What follows belongs to an exercise in optimizing a design on an open flow for small area and a short achievable clock period; a production flow would make more cautious choices.
No run shown here included a check of the RTL's function; only the layout flow was run.
No activity file was given, so power comes from the tool's default toggle rates.

==> flow/design.v, too long to show whole: its modules and the start of the top module <==
// module chip_top: 4583 lines
module chip_top
  ( input          clk_i
  , input          reset_i
  , input          v_i
  , input  [31:0]  a_i
  , input  [31:0]  b_i
  , output         v_o
  , output [63:0]  c_o
  );
  // ...
==> flow/flow/run.sh <==
#!/bin/bash
# Layout flow: the standard ORFS flow, with a cleaner synthesis netlist.
#  2. the same synthesis again with one change: Yosys's pre-mapping 'abc -fast'
#     (in synth's fine step) is skipped (-noabc), so extract_fa maps the
#     RTL's full adders without the inverters abc's restructuring leaves
#     between them.  Everything else (ORFS synth.tcl, synth_recipe.tcl,
#     -nofsm -noshare, flatten, renames, final abc mapping) is unchanged.
#  3. flow/polfix.py removes inverters left between self-dual cells.
#  4. the netlist is used only if its registers (names and cell types) are
#     exactly the standard synthesis's; otherwise the standard one is used.
#  5. bash standard.sh finish for the rest of the layout.
# Each tool's output goes to a log file of its own in this folder.
set -u
R=orfs/results/${FLOW_PLATFORM}/chip_top/base
bash standard.sh synth > 1_synth_standard.log 2>&1 || exit 1
cp $R/1_2_yosys.v $R/1_2_yosys_standard.v

# step 2: same make command as standard.sh, own WORK_HOME and synthesis script
sed '1s/yosys synth -nofsm -noshare /yosys synth -nofsm -noshare -noabc /' synth_recipe.tcl > synth_recipe_noabc.tcl
MK=$(grep -m1 '^make ' standard.sh | sed -e "s#SYNTH_SCRIPT=[^ ]*#SYNTH_SCRIPT=$PWD/synth_recipe_noabc.tcl#" -e "s#WORK_HOME=[^ ]*#WORK_HOME=$PWD/orfs_noabc#" -e 's#"${@:-finish}"#synth#')
echo "$MK" > 1_synth_noabc.cmd
ok=0
if bash -c "$MK" > 1_synth_noabc.log 2>&1; then
  N=orfs_noabc/results/${FLOW_PLATFORM}/chip_top/base/1_2_yosys.v
  if python3 flow/polfix.py $N $R/1_2_yosys_fixed.v > polfix.log 2>&1; then
    python3 - $R/1_2_yosys_standard.v $R/1_2_yosys_fixed.v > regcheck.log 2>&1 <<'PY' && ok=1
import re, sys
def regs(f):
    t = open(f).read()
    return sorted(re.findall(r'\n  (sky130_fd_sc_hd__(?:dfxtp|dfrtp|dfstp|dfbbp|dfrbp|dfxbp|edfxtp|sdf\w*|dl\w*)_\d+)\s+(\S+)', t))
a, b = regs(sys.argv[1]), regs(sys.argv[2])
print('registers: standard %d, new %d' % (len(a), len(b)))
sys.exit(0 if a == b and a else 1)
PY
  fi
fi
if [ $ok = 1 ]; then
  echo "using the -noabc netlist" >> regcheck.log
  cp $R/1_2_yosys_fixed.v $R/1_2_yosys.v
  rm -f $R/1_synth.odb $R/1_synth.sdc
else
  echo "using the standard netlist" >> regcheck.log
fi
bash standard.sh finish > 2_finish.log 2>&1
==> flow/flow/polfix.py <==
#!/usr/bin/env python3
"""Inverter clean-up on a sky130hd gate netlist (yosys write_verilog output).

Full adders, majority and xor3 gates and buffers are self-dual
(f(~x) = ~f(x)), so a cell's polarity can be flipped for free: invert all its
inputs and outputs.  Simple gates can be swapped for their complement
(and2 <-> nand2, ...).  A local search picks polarities that minimise
inverter area (plus the area change of swapped gates); then every inverter
is rebuilt: one per source net that some load needs inverted.
usage: polfix.py in.v out.v
"""
import re, sys, random

LIB = '/OpenROAD-flow-scripts/flow/platforms/sky130hd/lib/sky130_fd_sc_hd__tt_025C_1v80.lib'
INV_AREA = 3.7536

def lib_info():
    txt = open(LIB).read()
    area = {}; outs = {}
    for m in re.finditer(r'\n    cell \("?(sky130_fd_sc_hd__\w+)"?\) \{', txt):
        name = m.group(1)
        end = txt.find('\n    cell (', m.end())
        body = txt[m.end(): end if end > 0 else len(txt)]
        a = re.search(r'area : ([\d.]+)', body)
        area[name] = float(a.group(1)) if a else 0.0
        o = set()
        for pm in re.finditer(r'\n        pin \("?(\w+)"?\) \{(.*?)\n        \}', body, re.S):
            if re.search(r'direction : "?output', pm.group(2)):
                o.add(pm.group(1))
        outs[name] = o
    return area, outs

AREA, OUTS = lib_info()
P = 'sky130_fd_sc_hd__'
SELFDUAL = re.compile(P + r'(fa|maj3|buf|clkbuf)_\d+$')
XORC = re.compile(P + r'(xor2|xnor2|xor3|xnor3)_\d+$')
INV = re.compile(P + r'(inv|clkinv)_\d+$')
COMP = [('and2', 'nand2'), ('or2', 'nor2'), ('and3', 'nand3'), ('or3', 'nor3'), ('and4', 'nand4'),
        ('or4', 'nor4'), ('xor2', 'xnor2'), ('a21o', 'a21oi'), ('o21a', 'o21ai'), ('a22o', 'a22oi'),
        ('o22a', 'o22ai'), ('a211o', 'a211oi'), ('o211a', 'o211ai'), ('a31o', 'a31oi'), ('o31a', 'o31ai'),
        ('a32o', 'a32oi'), ('o32a', 'o32ai'), ('a221o', 'a221oi'), ('o221a', 'o221ai'), ('a2111o', 'a2111oi'),
        ('o2111a', 'o2111ai'), ('xor3', 'xnor3'), ('a311o', 'a311oi'), ('o311a', 'o311ai'), ('a41o', 'a41oi'), ('o41a', 'o41ai'),
        ('a21bo', 'a21boi'), ('o21ba', 'o21bai'), ('mux2', 'mux2i'), ('nor2b', 'or2b'), ('and2b', 'nand2b')]
def comp_of(typ):
    m = re.match(P + r'(\w+?)_(\d+)$', typ)
    if not m:
        return None
    base = m.group(1)
    for x, y in COMP:
        for u, v in ((x, y), (y, x)):
            if base == u:
                for d in (m.group(2), '1', '2', '0', '4'):
                    cand = P + v + '_' + d
                    if cand in AREA:
                        return cand
    return None

src_txt = open(sys.argv[1]).read()
mod_m = re.search(r'module chip_top\((.*?)\);', src_txt, re.S)
ports = set()
for m in re.finditer(r'\n  (input|output)\s+(\[(\d+):(\d+)\]\s+)?(\S+);', src_txt):
    if m.group(2):
        hi, lo = int(m.group(3)), int(m.group(4))
        for i in range(min(hi, lo), max(hi, lo) + 1):
            ports.add('%s[%d]' % (m.group(5), i))
    ports.add(m.group(5))

inst_re = re.compile(r'\n  (sky130_fd_sc_hd__\w+)\s+(\\\S+ |\S+)\s*\((.*?)\n  \);', re.S)
insts = []
for m in inst_re.finditer(src_txt):
    pins = [(p, n.strip()) for p, n in re.findall(r'\.(\w+)\(([^()]*)\)', m.group(3))]
    insts.append([m.group(1), m.group(2), pins])
first = inst_re.search(src_txt).start()
last = max(m.end() for m in inst_re.finditer(src_txt))
head, tail = src_txt[:first], src_txt[last:]
assert 'assign' not in src_txt[first:last]

def key(n):
    return n.replace(' ', '')
driver = {}
for idx, (typ, name, pins) in enumerate(insts):
    for p, n in pins:
        if p in OUTS[typ] and n:
            driver[key(n)] = (idx, p)

# inverters that may be removed: not touching ports
removable = set()
for idx, (typ, name, pins) in enumerate(insts):
    if INV.match(typ):
        d = dict(pins)
        if key(d['Y']) not in ports and key(d['A']) not in ports:
            removable.add(idx)

def resolve(n):
    par = 0
    seen = 0
    while True:
        d = driver.get(key(n))
        if d is None or d[0] not in removable:
            return n, par
        n = dict(insts[d[0]][2])['A']
        par ^= 1
        seen += 1
        assert seen < 100

kind = {}
for idx, (typ, name, pins) in enumerate(insts):
    if idx in removable:
        continue
    if any(key(n) in ports for p, n in pins if p in OUTS[typ]):
        continue   # drives a port: frozen
    if XORC.match(typ):
        kind[idx] = 'xor'
    elif SELFDUAL.match(typ):
        kind[idx] = 'sd'
    elif comp_of(typ):
        kind[idx] = 'comp'

# loads per source net
loads = {}       # src key -> list of [idx, pin_index, parity]
srcname = {}
cell_in = {}     # idx -> list of (srckey, load index)
for idx, (typ, name, pins) in enumerate(insts):
    if idx in removable:
        continue
    for pi, (p, n) in enumerate(pins):
        if p in OUTS[typ] or not n or "'" in n:
            continue
        s, par = resolve(n)
        k = key(s)
        srcname[k] = s
        loads.setdefault(k, []).append([idx, pi, par])
        cell_in.setdefault(idx, []).append((k, len(loads[k]) - 1))
cell_out = {}
for k in loads:
    d = driver.get(k)
    if d is not None:
        cell_out.setdefault(d[0], []).append(k)

x = {idx: 0 for idx in kind}
def xd(k):
    d = driver.get(k)
    return x.get(d[0], 0) if d else 0
def mism(k, ld):
    idx, pi, par = ld
    if kind.get(idx) == 'xor':
        return 0
    r = x.get(idx, 0) if kind.get(idx) == 'sd' else 0
    return par ^ r ^ xd(k)
mm = {k: sum(mism(k, ld) for ld in lds) for k, lds in loads.items()}
def comp_delta(idx):
    typ = insts[idx][0]
    if kind.get(idx) == 'xor':
        return 0.0
    return AREA[comp_of(typ)] - AREA[typ]

def flip_delta(idx):
    changes = {}
    for k in cell_out.get(idx, []):
        changes[k] = sum(1 for ld in loads[k] if kind.get(ld[0]) != 'xor') - mm[k]
    if kind[idx] == 'sd':
        for k, li in cell_in.get(idx, []):
            cur = changes.get(k, mm[k])
            # this load's status flips
            was = mism(k, loads[k][li])
            if k in cell_out.get(idx, []):
                was ^= 1
            changes[k] = cur + (-1 if was else 1)
    d = 0.0
    for k, new in changes.items():
        d += INV_AREA * ((new > 0) - (mm[k] > 0))
    if kind[idx] == 'comp':
        d += comp_delta(idx) * (1 if x[idx] == 0 else -1)
    return d, changes

def cost():
    c = sum(INV_AREA for k in mm if mm[k] > 0)
    c += sum(comp_delta(i) for i in x if x[i] and kind[i] == 'comp')
    return c

random.seed(1)
c0 = cost()
def topo_init():
    # topological initialisation: each self-dual cell follows the polarity its inputs arrive in
    indeg = {}
    succ = {}
    for idx in range(len(insts)):
        if idx in removable:
            continue
        for k, li in cell_in.get(idx, []):
            d = driver.get(k)
            if d is not None and d[0] not in removable:
                succ.setdefault(d[0], []).append(idx)
                indeg[idx] = indeg.get(idx, 0) + 1
    ready = [i for i in range(len(insts)) if i not in removable and indeg.get(i, 0) == 0]
    topo = []
    while ready:
        i = ready.pop()
        topo.append(i)
        for j in succ.get(i, []):
            indeg[j] -= 1
            if indeg[j] == 0:
                ready.append(j)
    for idx in topo:
        if kind.get(idx) == 'sd':
            votes = 0
            for k, li in cell_in.get(idx, []):
                par = loads[k][li][2]
                votes += 1 if (par ^ xd(k)) else -1
            if votes > 0:
                x[idx] = 1

def local_search():
    global mm
    order = list(kind)
    for it in range(50):
        random.shuffle(order)
        improved = 0
        for idx in order:
            d, ch = flip_delta(idx)
            if d < -1e-9 or (d < 1e-9 and random.random() < 0.3 and it < 30):
                x[idx] ^= 1
                for k, v in ch.items():
                    mm[k] = v
                if d < -1e-9:
                    improved += 1
        if not improved and it >= 30:
            break

def search(init_all):
    global mm
    for i in x:
        x[i] = 0
    if init_all:
        for i in x:
            x[i] = 1
    else:
        topo_init()
    mm = {k: sum(mism(k, ld) for ld in lds) for k, lds in loads.items()}
    local_search()
    return cost(), dict(x)

best = None
for init_all in (0, 1):
    random.seed(1)
    c, xs = search(init_all)
    sys.stderr.write('polfix: init %d -> cost %.0f\n' % (init_all, c))
    if best is None or c < best[0]:
        best = (c, xs)
x.update(best[1])
mm = {k: sum(mism(k, ld) for ld in lds) for k, lds in loads.items()}
c1 = cost()
ninv0 = len(removable)

# rebuild
out_insts = []
newwires = []
invnet = {}
cnt = 0
for k, lds in loads.items():
    if mm[k] > 0:
        cnt += 1
        nn = 'polinv_net_%d' % cnt
        invnet[k] = nn
        newwires.append(nn)
        out_insts.append((P + 'inv_1', 'polinv_%d' % cnt, [('A', srcname[k]), ('Y', nn)]))
newpins = {}
for k, lds in loads.items():
    for ld in lds:
        idx, pi, par = ld
        n = invnet[k] if mism(k, ld) else srcname[k]
        newpins[(idx, pi)] = n
ncomp = 0
for idx, (typ, name, pins) in enumerate(insts):
    if idx in removable:
        continue
    pl = []
    for pi, (p, n) in enumerate(pins):
        pl.append((p, newpins.get((idx, pi), n)))
    if kind.get(idx) == 'xor':
        flip = x[idx]
        for k, li in cell_in.get(idx, []):
            flip ^= loads[k][li][2] ^ xd(k)
        pl = []
        for pi, (p, n) in enumerate(pins):
            if (idx, pi) in newpins:
                ks = key(resolve(n)[0])
                n = srcname[ks]
            pl.append((p, n))
        if flip:
            nt = comp_of(typ)
            o_old = list(OUTS[typ])[0]; o_new = list(OUTS[nt])[0]
            pl = [((o_new if p == o_old else p), n) for p, n in pl]
            typ = nt
            ncomp += 1
        out_insts.append((typ, name, pl))
        continue
    if kind.get(idx) == 'comp' and x[idx]:
        nt = comp_of(typ)
        o_old = list(OUTS[typ])[0]; o_new = list(OUTS[nt])[0]
        pl = [((o_new if p == o_old else p), n) for p, n in pl]
        typ = nt
        ncomp += 1
    out_insts.append((typ, name, pl))

def esc(n):
    return n + ' ' if n.startswith('\\') else n
body = []
for typ, name, pl in out_insts:
    body.append('  %s %s (\n%s\n  );' % (typ, name, ',\n'.join('    .%s(%s)' % (p, esc(n)) for p, n in pl)))
head2 = head + ''.join('  wire %s;\n' % w for w in newwires)
open(sys.argv[2], 'w').write(head2 + '\n'.join(body) + tail)
sys.stderr.write('polfix: inverters %d -> %d, complemented gates %d, cost %.0f -> %.0f um2\n' % (ninv0, cnt, ncomp, c0, c1))
==> flow/standard.sh <==
#!/bin/bash
# synth_recipe.tcl (not shown) runs the flow's synth.tcl, then flattens the netlist and writes it again
# the make line also repeats each setting of config.mk as NAME=value (left out here)
make -C /OpenROAD-flow-scripts/flow DESIGN_CONFIG=/design/flow/config.mk WORK_HOME=/design/flow/orfs CLKGATE_MAP_FILE= SYNTH_SCRIPT=/design/flow/synth_recipe.tcl "${@:-finish}"
==> flow/config.mk <==
export PLATFORM = sky130hd
export DESIGN_NAME = chip_top
export DESIGN_NICKNAME = chip_top
export VERILOG_FILES = /design/flow/design.v
export SDC_FILE = /design/flow/constraint.sdc
export NUM_CORES = 4
export LEC_CHECK = 0
export CAP_MARGIN = 20
export CORE_MARGIN = 2
export CORE_UTILIZATION = 40
export SETUP_SLACK_MARGIN = 4.8
export SLEW_MARGIN = 20
==> flow/constraint.sdc <==
create_clock -name core_clock -period 7.5 [get_ports {clk_i}]
set_input_delay 1.5000 -clock core_clock [delete_from_list [all_inputs] [get_ports {clk_i}]]
set_output_delay 1.5000 -clock core_clock [all_outputs]
set_load 0.01 [all_outputs]
==> qor.yml, run 1 <==
run_status:
  status: "complete, no violations"
worst_setup_path:
  reg2reg_depth: 13
  r2r-start: "fx_r[5]"
  max_stage_delay_ns: 0.40
  path_depth: 13
  crit_buf_inv: 3
placed_design:
  placed_cell_area_um2: 36700
  place_inst: 3961
global_route:
  met2_usage: 0.406
  gr-max-usage-layer: "met2"
  grt_pass1_vias: 27200
  grt_remaining_overflow: 0
power:
  p_int_w: 0.0115
  comb_power_share: 0.539
  swShare: 0.427
  p_sw_w: 0.00853
  p_leak_nw: 15.0
floorplanning:
  core-area_um2: 86500
  die_x_um: 299
  io_pins: 132
sta:
  slew_headroom: 0.273
  slew_violations: 0
  fin_crit_sh: 0.384
  setup_tns_ns: 0
route:
  drt_wl_total_mm: 119
  first_pass_iters: 7
  wl_met2_mm: 52.9
  vias_per_cell: 5.96
finish:
  sh_seq_area: 0.297
  nNetsFinal: 3577
  bufAreaShareNonClock: 0.0374
  areaGrowthSynthToFinish_pct: 14.4
  final_cell_mix: "fa_1, xnor2_1, a22oi_1, dfxtp_1, nand2_1"
  area_dominant_class: "multi-input combinational cells"
clock_network:
  cts_tree: "built"
  clk_latency_ns: 0.64
  cts_root_buf: "clkbuf_16"
  cts-hold-fix-buffers: 0
yosys:
  yosysWarnings: 1
  syn_inst: 2946
==> run 2, diff against run 1 <==
--- a/flow/config.mk
+++ b/flow/config.mk
@@ -8,5 +8,5 @@
 export CAP_MARGIN = 20
 export CORE_MARGIN = 2
 export CORE_UTILIZATION = 40
-export SETUP_SLACK_MARGIN = 4.8
+export SETUP_SLACK_MARGIN = 5.0
 export SLEW_MARGIN = 20
==> run 2 against run 1 <==
  * Highest routed layer unchanged
  * Synthesized area is the same
  * Largest power group unchanged
  * Still clean
  * Sequential power is essentially flat
  * Sequential cell count is the same
  * Synthesized cell count is the same
==> qor.yml, run 2 <==
global_route:
  grt_pass1_vias: 27300  # was 27200
  grt_max_degree: 67  # unchanged
  antenna_found_initial: 6  # was 3
  grt_remaining_overflow: 0  # unchanged
  grt_pass1_wl_mm: 177  # was 175 mm
  grt_usage: 0.266  # was 0.264
sta:
  hold_violations: 0  # unchanged
  rsz0062_at_grt: "true"  # unchanged
  finClkSkew_ns: 0.0298  # was 0.0255 ns
  worst_pin_slew_ns: 0.934  # was 1.09 ns
  setup_viol: 0  # unchanged
  setup_tns_ns: 0  # unchanged
  fmax_mhz: 342  # was 347 MHz
  slew_violations: 0  # unchanged
  slew_headroom: 0.377  # was 0.273
  fin_crit_sh: 0.390  # was 0.384
  final.min_clock_period_ns: 2.92  # was 2.88 ns
power:
  power_w: 0.0205  # was 0.0200 W
  p_leak_nw: 15.4  # was 15.0 nW
  p_sw_w: 0.00860  # was 0.00853 W
  vdd_ir_drop_max_uv: 258  # was 252 uV
  swShare: 0.419  # was 0.427
  clockPowerShare: 0.173  # about the same
  p_seq_frac: 0.281  # was 0.287
  power_density_nw_per_um2: 502  # about the same
  p_int_w: 0.0119  # was 0.0115 W
  comb_power_share: 0.547  # was 0.539
worst_setup_path:
  cp_cell_sequence: "ha_4 > a21oi_4 > o221a_4 > inv_6 > buf_6 > o221ai_4 > nand3_4 > buf_12 > a21oi_4 > buf_4 > nand2_2 > fa_2 > xor2_1"  # was ha_4 > a21oi_4 > o221a_4 > inv_6 > o2111ai_4 > a21oi_4 > buf_12 > a311oi_4 > buf_6 > o211ai_1 > fa_2 > xnor2_2 > xnor2_1
  cp_common_cell: "a21oi_4"  # unchanged
  required_ns: 7.98  # was 8.05 ns
  cp_slowest_cell: "fa_2"  # unchanged
  critPathKind: "reg -> reg"  # unchanged
  crit_fanout: 4  # unchanged
  max_stage_delay_ns: 0.34  # was 0.40 ns
  r2r_slack_ns: 4.58  # was 4.62 ns
  crit_arrival_ns: 3.40  # was 3.42 ns
  worstSetupStartpointType: "flop"  # unchanged
  endpoint_kind: "flop"  # unchanged
clock_network:
  clkSlewWorstSetupHoldPaths_ns: 0.06  # about the same
  htreeDepth: 3  # unchanged
  clk_latency_ns: 0.62  # was 0.64 ns
  clock-sinks: 578  # unchanged
  cts_root_buf: "clkbuf_16"  # unchanged
  clockBufferDepth: 3  # unchanged
  cts_tree: "built"  # unchanged
  cts_made_buffers: 69  # was 70
yosys:
  syn-num-nets: 3613  # unchanged
  syn_area_um2: 34800  # unchanged
  avgSynthCellArea_um2: 11.8  # unchanged
  yosysWarnings: 1  # unchanged
  syn_inst: 2946  # unchanged
finish:
  drive_gt1_frac: 0.174  # was 0.147
  antenna_cells: 0  # was 1
  top_regs: "c_r (64), fx_r (64), fy_r (61)"  # unchanged
  final_common_cell: "xnor2_1"  # was fa_1
  final_cell_mix: "xnor2_1, a22oi_1, fa_1, dfxtp_1, nand2_1"  # was fa_1, xnor2_1, a22oi_1, dfxtp_1, nand2_1
  nNetsFinal: 3602  # was 3577
  areaGrowthSynthToFinish_pct: 17.6  # was 14.4%
  fin_cells: 4143  # was 4122
job:
  cap_violations: 0  # unchanged
placed_design:
  port_buffers: 131  # unchanged
  place_inst: 3965  # was 3961
  dp.final_hpwl_mm: 71.6  # was 70.8 mm
  gp_congestion: 0.908  # was 0.872
run_status:
  status: "complete, no violations"  # unchanged
floorplanning:
  io_pins: 132  # unchanged
  placementRows: 108  # unchanged
  initial_core_util: 0.402  # unchanged
  dieArea_um2: 89400  # unchanged
  die_x_um: 299  # unchanged
  core-area_um2: 86500  # unchanged
  die_y_um: 299  # unchanged
route:
  routed.top_layer: "met5"  # unchanged
  vias_per_cell: 6.05  # was 5.96
  postRouteAntennaNets: 0  # unchanged
  num_vias: 25100  # was 24600
  wl_met2_mm: 55.4  # was 52.9 mm
  drt_wl_total_mm: 127  # was 119 mm
  first_pass_iters: 7  # unchanged
  drtIter0Drc: 3154  # was 2691
  wire_per_inst_um: 30.6  # was 28.9 um
  met3RoutedLength_mm: 16.7  # was 14.2 mm
  drc: 0  # unchanged
  met1_length_mm: 46.8  # was 45.7 mm
hold_path:
  hold_class: "reg -> reg"  # unchanged
run 2: cell count changes in the layout (fill, tap and decap cells not counted), sizes merged:
cell | previous run | this run
diode | 1 | 0
bufinv | 6 | 7
inv | 72 | 67
buf | 104 | 143
clkinvlp | 10 | 1
clkdlybuf4s15 | 12 | 0
clkbuf | 84 | 95
clkinv | 18 | 15
run 2: through the flow:
stage / util / hold WS [ns] / area (um^2) / worst slack [ns]
global placement: 0.425 / 0.310 / 36800 / 4.05
global route: 0.473 / 0.332 / 40900 / 4.55
detailed placement: 0.425 / 0.313 / 36800 / 4.05
CTS: 0.461 / 0.327 / 39900 / 4.60
finish: 0.473 / 0.327 / 40900 / 4.58
floorplan: - / 0.310 / 34900 / 4.99
run 2: layer usage:
layer,vias to the layer above,track usage
li1,9873,-
met1,12600,0.337
met2,2088,0.408
met3,553,0.0824
met4,4,0.139
met5,-,0
run 2: area by class of cell:
cell class	count	area, um^2
fill	7693	45600
multi-input combinational	2016	22600
sequential	578	11900
timing repair buffer	209	2320
clock buffer	95	2030
tap	1155	1450
clock inverter	29	360
inverter	61	246
run 2: what timing repair did:
action,in CTS,in global routing
endpoints found under the setup margin,352,166
pin swaps,30,36
resized for setup,514,104
setup buffers,16,38
hold buffers,0,0
run 2: path summary, 6_finish.rpt:
kind | from | endpoint | cells past startpoint
min | r1_1499 | fy_r[62] | 0
min reg2reg | r1_1499 | fy_r[62] | 0
max reg2reg | fy_r[5] | c_r[45] | 13
max | fy_r[5] | c_r[45] | 13
run 2: worst max-delay path: cells and delay by family (launching register included):
| family | cells | cell delay (ns) |
|---|---|---|
| xor gates and xnor gates | 1 | 0.16 |
| and+or+nand+nor | 2 | 0.23 |
| DFF | 1 | 0.32 |
| adders and majority gates | 2 | 0.59 |
| AOI/OAI and AO/OA | 4 | 0.95 |
| buffers and inverters | 4 | 0.52 |
run 2: power by group through the flow:
stage	registers, W	logic (W)	clock network [W]
finish	0.00576	0.0112	0.00354
global route	0.00588	0.0124	0.00371
floorplan	0.00530	0.00608	0
detailed placement	0.00575	0.0101	0
CTS	0.00574	0.0106	0.00359
global placement	0.00570	0.00998	0

[what the ideal ports hide]
Ports are ideal in the flow. The routed layouts listed here were re-timed in OpenROAD.
Step 1 assumes that a clkbuf_16 drives the clock port and a buf_2 every other input.
Step 2 also shifts input and output timing later by t, the mid clock arrival at the registers, as if the neighbouring blocks saw the same clock.
Slacks: no drivers / after step 1 / after step 2; pairs: no drivers / after step 1.
run	t, ns	setup WS [ns]	worst slew at a driven data input, ns	cell pins on the clock port's net
run 1	0.702	4.620 / 4.620 / 4.620	0.05	1
run 2	0.672	4.577 / 4.577 / 4.577	0.05	1
After both steps setup and hold are still met in every run listed.
